From an optimization exercise on the open Yosys and OpenROAD flow, aimed at small area; shortcuts taken in it are not production practice.
Only simulation tests tie the RTL to the original design; equivalence was not proved.
No activity file was given, so power comes from the tool's default toggle rates.

==> run C <==
// mini_cpu
module mini_cpu (
    input clock,
    input reset,         
    input enviar,        
    input [17:0] sw,
    output [15:0] ledr,
    output [7:0] ledg,
    output [7:0] LCD_DATA,
    output LCD_RS, LCD_RW, LCD_EN, LCD_ON, LCD_BLON
);
Settings: LEC_CHECK=0, CAP_MARGIN=20, CORE_MARGIN=2, CORE_UTILIZATION=60, SLEW_MARGIN=20; clock period 15.0 ns.
standard.sh (not shown) runs the stock make flow with config.mk's settings and CLKGATE_MAP_FILE= SYNTH_SCRIPT=/design/flow/synth_recipe.tcl, a recipe that flattens the netlist after the stock synthesis.
==> flow/flow/run.sh <==
#!/bin/bash
# Own layout flow: the standard flow (standard.sh) with these changes:
#  - synthesis maps the logic with an area-oriented ABC script (flow/area.abc);
#    everything before ABC, including the flip-flop mapping, is ORFS's synthesis
#    unchanged, so the registers are the standard synthesis's;
#  - port buffers are sky130_fd_sc_hd__buf_1;
#  - clock tree synthesis without dummy loads, from sky130_fd_sc_hd__clkbuf_4,
#    with sink clusters of at most 8 flip-flops within 50 um.
# Each tool's full output goes to the ORFS logs under orfs/logs, and make's to flow_make.log.
set -euo pipefail
W=$(pwd)
F=$W/flow

sed 's|^\( *\)log_cmd abc {\*}\$abc_args|\1set abc_args [lreplace $abc_args 1 1 '"$F"'/area.abc]\n\1log_cmd abc {*}$abc_args|' \
    "$FLOW_HOME/scripts/synth.tcl" > "$W/own_synth.tcl"
grep -q 'area.abc' "$W/own_synth.tcl"
sed "s|source \$::env(SCRIPTS_DIR)/synth.tcl|source $W/own_synth.tcl|" "$W/synth_recipe.tcl" > "$W/own_synth_recipe.tcl"
grep -q 'own_synth.tcl' "$W/own_synth_recipe.tcl"

bash "$W/standard.sh" "SYNTH_SCRIPT=$W/own_synth_recipe.tcl" \
    "BUFFER_PORTS_ARGS=-buffer_cell sky130_fd_sc_hd__buf_1" \
    "CTS_ARGS=-sink_clustering_enable -repair_clock_nets -dont_use_dummy_load -buf_list sky130_fd_sc_hd__clkbuf_4 -sink_clustering_size 8 -sink_clustering_max_diameter 50" \
    finish > "$W/flow_make.log" 2>&1
==> flow/flow/area.abc <==
strash
&get -n
&st
&dch -f
&nf -R 1000
&put
strash
&get -n
&dch -f
&nf -R 1000
&put
strash
&get -n
&dch -f
&nf -R 1000
&put
strash
&get -n
&dch -f
&nf -R 1000
&put
strash
&get -n
&dch -f
&nf -R 1000
&put
strash
&get -n
&dch -f
&nf -R 1000
&put
==> run R: changes against run C <==
--- a/flow/flow/run.sh
+++ b/flow/flow/run.sh
@@ -6,5 +6,7 @@
 #  - port buffers are sky130_fd_sc_hd__buf_1;
 #  - clock tree synthesis without dummy loads, from sky130_fd_sc_hd__clkbuf_4,
-#    with sink clusters of at most 8 flip-flops within 50 um.
+#    with sink clusters of at most 8 flip-flops within 50 um;
+#  - after global routing, cells on paths with positive slack are downsized
+#    (RECOVER_POWER=100).
 # Each tool's full output goes to the ORFS logs under orfs/logs, and make's to flow_make.log.
 set -euo pipefail
@@ -21,3 +23,4 @@
     "BUFFER_PORTS_ARGS=-buffer_cell sky130_fd_sc_hd__buf_1" \
     "CTS_ARGS=-sink_clustering_enable -repair_clock_nets -dont_use_dummy_load -buf_list sky130_fd_sc_hd__clkbuf_4 -sink_clustering_size 8 -sink_clustering_max_diameter 50" \
+    RECOVER_POWER=100 \
     finish > "$W/flow_make.log" 2>&1
Settings changed: CAP_MARGIN 20 to 5, SLEW_MARGIN 20 to 5.
==> run G: changes against run C <==
--- a/flow/flow/run.sh
+++ b/flow/flow/run.sh
@@ -6,5 +6,7 @@
 #  - port buffers are sky130_fd_sc_hd__buf_1;
 #  - clock tree synthesis without dummy loads, from sky130_fd_sc_hd__clkbuf_4,
-#    with sink clusters of at most 8 flip-flops within 50 um.
+#    with sink clusters of at most 8 flip-flops within 50 um;
+#  - after global routing, cells on paths with positive slack are downsized
+#    (RECOVER_POWER=100).
 # Each tool's full output goes to the ORFS logs under orfs/logs, and make's to flow_make.log.
 set -euo pipefail
@@ -21,3 +23,4 @@
     "BUFFER_PORTS_ARGS=-buffer_cell sky130_fd_sc_hd__buf_1" \
     "CTS_ARGS=-sink_clustering_enable -repair_clock_nets -dont_use_dummy_load -buf_list sky130_fd_sc_hd__clkbuf_4 -sink_clustering_size 8 -sink_clustering_max_diameter 50" \
+    RECOVER_POWER=100 \
     finish > "$W/flow_make.log" 2>&1
==> flow/flow/area.abc (replaced) <==
strash
&get -n
&st
&dch -f
&nf -R 1000
&put
strash
&get -n
&dch -f
&nf -R 1000
&put
Settings changed: CAP_MARGIN 20 to 5, SLEW_MARGIN 20 to 5.
==> notes <==
Total power is about the same in run R and run C. In final cell count, run C and run R hardly differ. Run C ran to the end with no violations. Run G finished but failed the layout checks on capacitance limit, slew limit. Run R reached the layout checks and failed them: capacitance limit, slew limit. The lowest maximum frequency belongs to run R, the highest to run C. Of run G and run C, run G has the higher clock skew (gap 0.059 ns). Against run C, the first-iteration DRC count of run G is smaller by 11%. Wire length: run C is larger than run G (about 3%). Critical path depth, highest first: run G, run C, run R. Sequential share of layout area: run R > run C > run G.
==> figures <==
| quantity | run R | run G | run C |
|---|---|---|---|
| Filler Cells Inserted | 2270 | 2305 | 2224 |
| Headroom to the max-slew limit | -19.1% | -130% | 27.0% |
| Wire length per cell | 27.8 um | 26.2 um | 27.8 um |
| Result of the run | failed layout checks | failed layout checks | no timing/DRC/antenna violations |
| Violated checks | capacitance limit, slew limit | capacitance limit, slew limit | - |
| Placed instance area | 18500 sq um | 18700 sq um | 18500 sq um |
| Worst clock skew | 0.100 ns | 0.141 ns | 0.0820 ns |
| Largest stage delay, worst path | 1.39 ns | 0.91 ns | 0.57 ns |
| Fraction of the mapped netlist area in simple logic gates | 12.1% | 13.2% | 12.1% |
| CP Depth | 34 | 38 | 37 |
| Layout multi-input combinational cell count | 1080 | 1134 | 1080 |
| Clock buffer and inverter area fraction after layout | 2.04% | 1.98% | 2.03% |
| Met2 wire length | 24.8 mm | 24.7 mm | 24.7 mm |
| Layout Utilization | 65.7% | 66.0% | 66.1% |
| Final wirelength | 56.1 mm | 54.5 mm | 56.2 mm |
| Insertion delay of the later-clocked pin in the worst-skew pair | 0.76 ns | 0.74 ns | 0.75 ns |
| Last weighted congestion value of the routability-driven placer | 0.959 | 0.937 | 0.959 |
| Comb. pwr | 0.471 mW | 0.449 mW | 0.475 mW |

port drivers added, routing unchanged:
Ports are ideal in the flow. The routed layouts listed here were re-timed in OpenROAD.
Step 1 assumes that a clkbuf_16 drives the clock port and a buf_2 every other input.
Step 2, shift: input delay + t, output delay - t, t = (earliest + latest rising clock arrival at the registers) / 2. This alone moves slack from input paths to output paths.
Three values: ideal ports, drivers, drivers and shift; two values: the first two.
run | shift t [ns] | setup slack, ns | hold WS [ns] | worst setup path after step 2 | worst register clock-pin slew, ns
run C | 0.748 | 2.226 / 2.253 / 1.505 | 0.455 / 0.455 / 0.455 | input to register | 0.11 / 0.11
run R | 0.746 | 1.838 / 1.865 / 1.119 | 0.455 / 0.455 / 0.455 | input to register | 0.11 / 0.11
run G | 0.720 | 1.868 / 1.868 / 1.149 | 0.408 / 0.408 / 0.408 | input to register | 0.10 / 0.10
For run C, which loses most, drivers alone change the setup slack by +0.027 ns; drivers and shift together by -0.721 ns.
